Background: an optimization exercise with open tools, aiming at small area, a short achievable clock period and few clock cycles. Do not read the settings as production practice.
Function was checked by simulation only, so behaviour that the tests miss may differ from the original.
Power is estimated from default activity; no workload was simulated.

==> flow/constraint.sdc <==
create_clock -name core_clock -period 6.5 [get_ports {CLK}]
set_input_delay 1.3000 -clock core_clock [delete_from_list [all_inputs] [get_ports {CLK}]]
set_output_delay 1.3000 -clock core_clock [all_outputs]
set_load 0.01 [all_outputs]
==> flow/config.mk <==
export PLATFORM = sky130hd
export DESIGN_NAME = fadd
export DESIGN_NICKNAME = fadd
export VERILOG_FILES = /design/flow/design.v
export SDC_FILE = /design/flow/constraint.sdc
export NUM_CORES = 8
export LEC_CHECK = 0
export ABC_AREA = 1
export CAP_MARGIN = 20
export CORE_MARGIN = 2
export CORE_UTILIZATION = 60
export CTS_BUF_LIST = sky130_fd_sc_hd__clkbuf_8
export GPL_TIMING_DRIVEN = 0
export SETUP_SLACK_MARGIN = 4.0
export SLEW_MARGIN = 20
==> flow/standard.sh <==
#!/bin/bash
# synth_recipe.tcl (not shown) runs the flow's synth.tcl, then flattens the netlist and writes it again
# the make line also repeats each setting of config.mk as NAME=value (left out here)
make -C /OpenROAD-flow-scripts/flow DESIGN_CONFIG=/design/flow/config.mk WORK_HOME=/design/flow/orfs CLKGATE_MAP_FILE= SYNTH_SCRIPT=/design/flow/synth_recipe.tcl "${@:-finish}"
==> flow/flow/run.sh <==
#!/bin/bash
# The standard layout (standard.sh), except:
#  - no full/half-adder cell extraction before ABC (ADDER_MAP_FILE empty);
#  - the ports are buffered by flow/pre_gpl.tcl at the start of global
#    placement: buf_1 on the inputs, buf_2 on the outputs;
#  - the clock tree is built of clkbuf_8, with a clkbuf_16 at its root and
#    no dummy loads.
set -o pipefail
bash standard.sh ADDER_MAP_FILE= \
  DONT_BUFFER_PORTS=1 "PRE_GLOBAL_PLACE_TCL=$PWD/flow/pre_gpl.tcl" \
  "CTS_ARGS=-sink_clustering_enable -repair_clock_nets -buf_list sky130_fd_sc_hd__clkbuf_8 -root_buf sky130_fd_sc_hd__clkbuf_16 -dont_use_dummy_load" \
  finish > orfs_flow.log 2>&1
==> flow/flow/pre_gpl.tcl <==
# Buffer every port: the inputs with buf_1, the outputs with buf_2.
buffer_ports -inputs -buffer_cell sky130_fd_sc_hd__buf_1
buffer_ports -outputs -buffer_cell sky130_fd_sc_hd__buf_2
==> flow/design.v <==
module fadd (
  input               CLK   ,
  input               RSTn  ,
  input               DVI   ,
  input        [15:0] A     ,
  input        [15:0] B     ,
  output logic        DVO   ,
  output logic [ 5:0] S_TYPE,  
  output logic [15:0] S
);
  localparam logic [3:0] CUTS = 4'b1111;
  logic        s0_swap;       
  always_comb
    s0_swap = B[14:0] > A[14:0];
  logic        c1_swap;
  logic [15:0] c1_a, c1_b;
  if (CUTS[0]) begin : g_c1
    always_ff @(posedge CLK) begin
      c1_swap <= s0_swap; c1_a <= A; c1_b <= B;
    end
  end else begin : g_n1
    always_comb begin
      c1_swap = s0_swap; c1_a = A; c1_b = B;
    end
  end
  logic        ea_max, eb_max, a_nan, b_nan, a_inf, b_inf;
  logic [ 1:0] s1_spec;       
  logic        s1_sign, s1_esub;
  logic [ 4:0] eff_a, eff_b, d_ab, d_ba, d_l, s1_eff;
  logic [ 3:0] sh;            
  logic [10:0] sig_a, sig_b, s1_sigl, sigs;
  logic [11:0] s1_ys;
  logic        s1_sticky;
  always_comb begin
    ea_max = &c1_a[14:10];
    eb_max = &c1_b[14:10];
    a_nan  = ea_max & (|c1_a[9:0]);
    b_nan  = eb_max & (|c1_b[9:0]);
    a_inf  = ea_max & ~(|c1_a[9:0]);
    b_inf  = eb_max & ~(|c1_b[9:0]);
    if ((a_nan & ~c1_a[9]) | (b_nan & ~c1_b[9]))
      s1_spec = 2'b01;
    else if (a_nan | b_nan | (a_inf & b_inf & (c1_a[15] ^ c1_b[15])))
      s1_spec = 2'b10;
    else if (a_inf | b_inf)
      s1_spec = 2'b11;
    else
      s1_spec = 2'b00;
    if (s1_spec != 2'b00)
      s1_sign = ea_max ? c1_a[15] : c1_b[15];
    else
      s1_sign = c1_swap ? c1_b[15] : c1_a[15];
    s1_esub = c1_a[15] ^ c1_b[15];
    eff_a = {c1_a[14:11], c1_a[10] | ~(|c1_a[14:10])};
    eff_b = {c1_b[14:11], c1_b[10] | ~(|c1_b[14:10])};
    d_ab  = eff_a - eff_b;
    d_ba  = eff_b - eff_a;
    sig_a = {|c1_a[14:10], c1_a[9:0]};
    sig_b = {|c1_b[14:10], c1_b[9:0]};
    d_l     = c1_swap ? d_ba  : d_ab;
    sh      = d_l[3:0] | {4{d_l[4]}};
    s1_eff  = c1_swap ? eff_b : eff_a;
    s1_sigl = c1_swap ? sig_b : sig_a;
    sigs    = c1_swap ? sig_a : sig_b;
    s1_ys     = {sigs, 1'b0} >> sh;
    s1_sticky = 1'b0;
    for (int i = 0; i < 11; i++)
      if (4'(i + 1) < sh)
        s1_sticky = s1_sticky | sigs[i];
  end
  logic [ 1:0] c2_spec;
  logic        c2_sign, c2_esub, c2_sticky;
  logic [ 4:0] c2_eff;
  logic [10:0] c2_sigl;
  logic [11:0] c2_ys;
  if (CUTS[1]) begin : g_c2
    always_ff @(posedge CLK) begin
      c2_spec <= s1_spec; c2_sign <= s1_sign; c2_esub <= s1_esub;
      c2_eff  <= s1_eff;  c2_sigl <= s1_sigl;
      c2_ys   <= s1_ys;   c2_sticky <= s1_sticky;
    end
  end else begin : g_n2
    always_comb begin
      c2_spec = s1_spec; c2_sign = s1_sign; c2_esub = s1_esub;
      c2_eff  = s1_eff;  c2_sigl = s1_sigl;
      c2_ys   = s1_ys;   c2_sticky = s1_sticky;
    end
  end
  logic [14:0] s2_sum;
  logic [13:0] s2_x;
  logic [ 4:0] s2_effp1;
  logic [11:0] p, q, f;
  logic [ 3:0] s2_kp;
  always_comb begin
    s2_sum   = {1'b0, c2_sigl, 2'b00, 1'b1} + {c2_esub, {c2_ys, c2_sticky} ^ {13{c2_esub}}, c2_esub};
    s2_x     = s2_sum[14:1];
    s2_effp1 = c2_eff + 5'd1;
    p = {c2_sigl, 1'b0};
    q = c2_ys;
    for (int i = 0; i < 12; i++)
      f[i] = (p[i] ^ q[i]) & (i == 0 ? 1'b1 : (p[i-1] | ~q[i-1]));
    for (int i = 0; i < 12; i++)
      if (c2_eff == 5'(12 - i))
        f[i] = 1'b1;
    s2_kp = 4'd13;
    for (int i = 0; i < 12; i++)
      if (f[i])
        s2_kp = 4'(12 - i);
    if (!c2_esub)
      s2_kp = {3'd0, ~c2_sigl[10]};
  end
  logic [ 1:0] c3_spec;
  logic        c3_sign;
  logic [ 4:0] c3_effp1;      
  logic [13:0] c3_x;
  logic [ 3:0] c3_kp;
  if (CUTS[2]) begin : g_c3
    always_ff @(posedge CLK) begin
      c3_spec <= c2_spec; c3_sign <= c2_sign; c3_effp1 <= s2_effp1; c3_x <= s2_x; c3_kp <= s2_kp;
    end
  end else begin : g_n3
    always_comb begin
      c3_spec = c2_spec; c3_sign = c2_sign; c3_effp1 = s2_effp1; c3_x = s2_x; c3_kp = s2_kp;
    end
  end
  logic [12:0] w, lim, n;
  logic        sub, ovf, zero, corr;
  logic [ 4:0] e_n;
  logic [15:0] s3_s;
  logic [ 5:0] s3_t;
  always_comb begin
    w = c3_x[13:1];
    lim = '0;
    for (int i = 0; i < 13; i++)
      if (c3_effp1 >= 5'(13 - i))
        lim[i] = 1'b1;
    sub  = ~(|(w & lim));
    zero = ~(|w);
    ovf  = (c3_x[13] & (c3_effp1 == 5'd31)) |
           (c3_x[13] & (c3_effp1 == 5'd30) & (&c3_x[12:3]) & (|c3_x[2:0])) |
           (~c3_x[13] & c3_x[12] & (c3_effp1 == 5'd31) & (&c3_x[11:2]) & (|c3_x[1:0]));
    n    = w << c3_kp;
    corr = ~n[12] & ~sub;
    if (corr)
      n = {n[11:0], 1'b0};
    e_n = sub ? 5'd0 : c3_effp1 + {1'b1, ~c3_kp} + {4'd0, ~corr};
    s3_s[15] = c3_sign;
    case (c3_spec)
      2'b01: begin s3_s[14:0] = 15'h7FFF; s3_t = 6'b000001; end
      2'b10: begin s3_s[14:0] = 15'h7FFF; s3_t = 6'b000010; end
      2'b11: begin s3_s[14:0] = 15'h7C00; s3_t = 6'b000100; end
      default:
        if (ovf) begin
          s3_s[14:0] = 15'h7C00; s3_t = 6'b000100;
        end else begin
          s3_s[14:0] = {e_n, n[11:2]};
          if (!sub)
            s3_t = 6'b100000;
          else if (!zero)
            s3_t = 6'b010000;
          else
            s3_t = 6'b001000;
        end
    endcase
  end
  if (CUTS[3]) begin : g_c4
    always_ff @(posedge CLK) begin
      S <= s3_s; S_TYPE <= s3_t;
    end
  end else begin : g_n4
    always_comb begin
      S = s3_s; S_TYPE = s3_t;
    end
  end
  localparam int LAT = int'(CUTS[0]) + int'(CUTS[1]) + int'(CUTS[2]) + int'(CUTS[3]);
  logic [LAT:0] dv;
  always_comb dv[0] = DVI;
  always_ff @(negedge RSTn, posedge CLK)
    if (!RSTn)
      dv[LAT:1] <= '0;
    else
      dv[LAT:1] <= dv[LAT-1:0];
  always_comb DVO = dv[LAT];
endmodule
==> run notes <==
## cells in the mapped netlist (5+ instances only)
cell type,instances
nand3_1,64
nor2_1,98
o22ai_1,6
dfxtp_1,114
a31oi_1,6
nand4_1,9
xnor2_1,16
nand2_1,323
nand2_2,17
clkbuf_1,12
nor3_1,13
xor2_1,12
o21ai_0,70
o211ai_1,18
nor4_1,6
nand3b_1,5
inv_1,134
o21ai_1,5
a21oi_1,29
or2_2,12
## worst paths after layout
path / from / endpoint / slack [ns] / cells past startpoint
worst max-delay path: c1_swap / c2_ys[0] / 4.30 / 13
max in group asynchronous: RSTn / dv[2] / 5.55 / 1
min in group asynchronous: RSTn / dv[1] / 0.76 / 1
worst min-delay path: c3_sign / S[15] / 0.33 / 0
worst min register to register: c3_sign / S[15] / 0.33 / 0
worst max register to register: c1_swap / c2_ys[0] / 4.30 / 13
## cell families (layout without fill, tap and decap cells)
group / after synthesis / after routing / synth area share
compound gates: 155 / 155 / 0.137
flops: 118 / 118 / 0.357
buf+inv: 165 / 239 / 0.0996
mux: 1 / 1 / 0.00150
xor+xnor: 29 / 29 / 0.0392
simple gates: 563 / 563 / 0.365
## critical path, stage by stage (launching register included)
cell,delay [ns]
dfxtp_1,0.30
buf_2,0.24
clkinvlp_4,0.27
a21oi_1,0.20
nand2_2,0.09
nand2_1,0.08
nand2_2,0.06
nand2_4,0.13
nand2_4,0.08
buf_6,0.15
nand2_2,0.07
o21ai_0,0.07
o21ai_0,0.21
nand3_1,0.11
## routing by layer
metal / part of all wire / vias up / wire length (um) / global-route usage
li1: - / 3421 / - / -
met1: 0.44 / 2812 / 6950 / 0.333
met2: 0.49 / 175 / 7750 / 0.505
met3: 0.046 / 43 / 731 / 0.0605
met4: 0.034 / 0 / 537 / 0.141
met5: 0 / - / 0 / 0
## sequential cells by signal, indices dropped and copies added, names as in the netlist
name / flops
S: 16
c1_a: 16
c1_b: 16
c3_x: 14
c2_ys: 12
c2_sigl: 11
S_TYPE: 6
c2_eff: 5
c3_effp1: 5
c3_kp: 4
dv: 4
c2_spec: 2
c3_spec: 2
c1_swap: 1
c2_esub: 1
c2_sign: 1
c2_sticky: 1
c3_sign: 1
## power groups by stage
stage / clock network, mW / registers [mW] / logic (mW)
floorplan: 0 / 0.984 / 0.730
global placement: 0 / 0.997 / 0.969
detailed placement: 0 / 0.999 / 0.978
CTS: 0.493 / 0.984 / 0.982
global route: 0.523 / 1.00 / 1.15
finish: 0.487 / 0.985 / 0.987
## area by class of cell
type / instances / area (sq um)
buffer: 23 / 129
clock buffer: 17 / 245
fill: 1047 / 3500
inverter: 142 / 539
multi-input combinational: 748 / 3620
sequential: 118 / 2380
tap: 140 / 175
timing repair buffer: 57 / 243
## timing repair
| action | in CTS | in global routing |
|---|---|---|
| resized for setup | 0 | 1 |
| buffers inserted | 0 | 0 |
| hold endpoints to repair | 0 | 0 |
| setup endpoints to repair | 0 | 2 |
==> impl_metrics.csv <==
group,metric,value,unit
status,status,"complete, no violations",
cts,cts_max_level,4,
sta,achievable-frequency,454,MHz
route,overall_via_count_from_detail_route,6451,
sta,layout_min_cycle_time,2.20,ns
route,avgViaCountPerCell,5.18,
logic_synthesis,yosysTopAreaCell,"dfxtp_1",
setup_path,crit_type,"reg -> reg",
sta,final_critical_path_setup_slack,4.30,ns
sta,fin_worst_hold_slack,0.329,ns
placed_design,dpl_cell_area,7090,sq um
floorplan,placementRows,38,
power,power_per_cell_area,335,nW/um^2
sta,finalCritPeriodShare,0.339,
placed_design,gpl.final_weighted_congestion,0.950,
cts,cts_sinks,118,
final_layout,antenna_cells,0,
power,p_sw_frac,0.401,
power,share_clk_of_total_power,0.198,
sta,fin_tns_setup,0,ns
sta,tightest_slew,0.757,ns
logic_synthesis,syn-num-nets,1066,
global_route,largest_net_degree_at_the_start_of_global_routing,17,
cts,post_cts_hold_buffer_count,0,
final_layout,fin_area,7340,sq um
cts,cts_tree,"yes",
logic_synthesis,synth_warnings,1,
final_layout,finalNonFillerCells,1245,
power,seq_power_share,0.401,
power,net-switching-power,987,uW
logic_synthesis,synth.cell_area,6670,sq um
cts,ctsRootBufferMaster,"clkbuf_16",
sta,worst_clock_skew,0.0324,ns
global_route,global_route_wire_length_before_repair,26600,um
sta,slew_viol_final,0,
global_route,grt_use_total,0.288,
logic_synthesis,number_of_synthesized_flops_with_an_enable_pin,0,
logic_synthesis,syn_area_per_cell,6.47,sq um
floorplan,design.die.area,12000,sq um
final_layout,areaGrowthSynthToFinish,10.0,%
setup_path,timing.critical_path.fanout_max,10,
setup_path,critical_path_required,6.73,ns
logic_synthesis,synth_ff_type,"dfxtp_1",
route,wl_per_cell,12.8,um
final_layout,fin_util,0.677,
floorplan,floorplan.core_area,10800,sq um
placed_design,port_buffers,57,
route,totalWireLength,16000,um
power,internal-power,1.47,mW
floorplan,top_level_pins,58,
logic_synthesis,synthDominantCellAreaShare,0.342,
logic_synthesis,syn-instance-count,1031,
logic_synthesis,post_synth_num_cell_types,51,
sta,finalSetupViolCount,0,
global_route,grt_overflow,0,
setup_path,arrival,2.44,ns
global_route,antenna_found_initial,0,
route,drt-pass1-iter-count,5,
placed_design,place_ws,3.97,ns
power,fraction_of_power_consumed_by_combinational_cells,0.401,
power,peakVddDrop,0.201,mV
final_layout,layout_commonest_cell,"nand2_1",
route,drc,0,
logic_synthesis,synth-seq-cells,118,
power,power,2.46,mW
sta,hold_viol,0,
final_layout,post_route_cells_drive_above_1_share,0.0932,
logic_synthesis,asyncSetResetFlopFracSynth,0.0339,
placed_design,dp_hpwl,12900,um
logic_synthesis,synth_area_leaders,"dfxtp_1 (34%), nand2_1 (18%), inv_1 (7.5%)",
min_path,worst_hold_path_type,"reg -> reg",
setup_path,crit_path_start_kind,"register",
final_layout,final_cell_mix,"nand2_1 (323), inv_1 (134), dfxtp_1 (114)",
cts,worst_setup_hold_path_clk_slew,0.07,ns
global_route,number_of_global_route_vias_before_repair,5926,
sta,setup_repair_after_global_routing_missed_its_margin,"false",
placed_design,numPlacedInstances,1228,
logic_synthesis,synth_seq_area_share,0.357,
cts,cts.path.max_buffers,2,
floorplan,fp.dieH,109,um
sta,timing.slew.headroom,0.491,
setup_path,end_kind,"register",
flow_run,timing.max_cap.violations,0,
final_layout,num-nets-final,1142,
route,route.antenna.remaining_nets,0,
route,drtIter0Drc,379,
cts,insertion_delay,0.37,ns
cts,cts_made_buffers,17,
floorplan,die_w,109,um
floorplan,initial_utilization,0.615,
power,static-leakage-power,3.74,nW
Testbench counts, summed over its fixed seeds: cycles 4,128.

afterwards: timing with drivers on the ports:
In the flow no input, the clock included, has a driving cell. The finished layout below was timed again as built, in two steps.
Step 1 (the two cells are an assumption about what drives the block):
set clk [get_ports {CLK}]
set_driving_cell -lib_cell sky130_fd_sc_hd__clkbuf_16 $clk
set_driving_cell -lib_cell sky130_fd_sc_hd__buf_2 [delete_from_list [all_inputs] $clk]
Step 2 adds t to the input delays and takes it off the output delays; t is the mean of the earliest and latest rising clock arrival at the registers after step 1. Input paths then give back, and output paths get back, about the clock's delay inside the block.
Slacks: no drivers / after step 1 / after step 2; pairs: no drivers / after step 1.
shift t [ns]: 0.395
slack for setup (ns): 4.295 / 4.295 / 3.956
hold slack, ns: 0.329 / 0.329 / 0.329
latest minus earliest clock arrival (ns): 0.032 / 0.032
worst register clock-pin slew, ns: 0.07 / 0.07
After both steps this run still meets setup and hold. For this run, drivers alone change the setup slack by 0.000 ns; drivers and shift together by -0.339 ns.
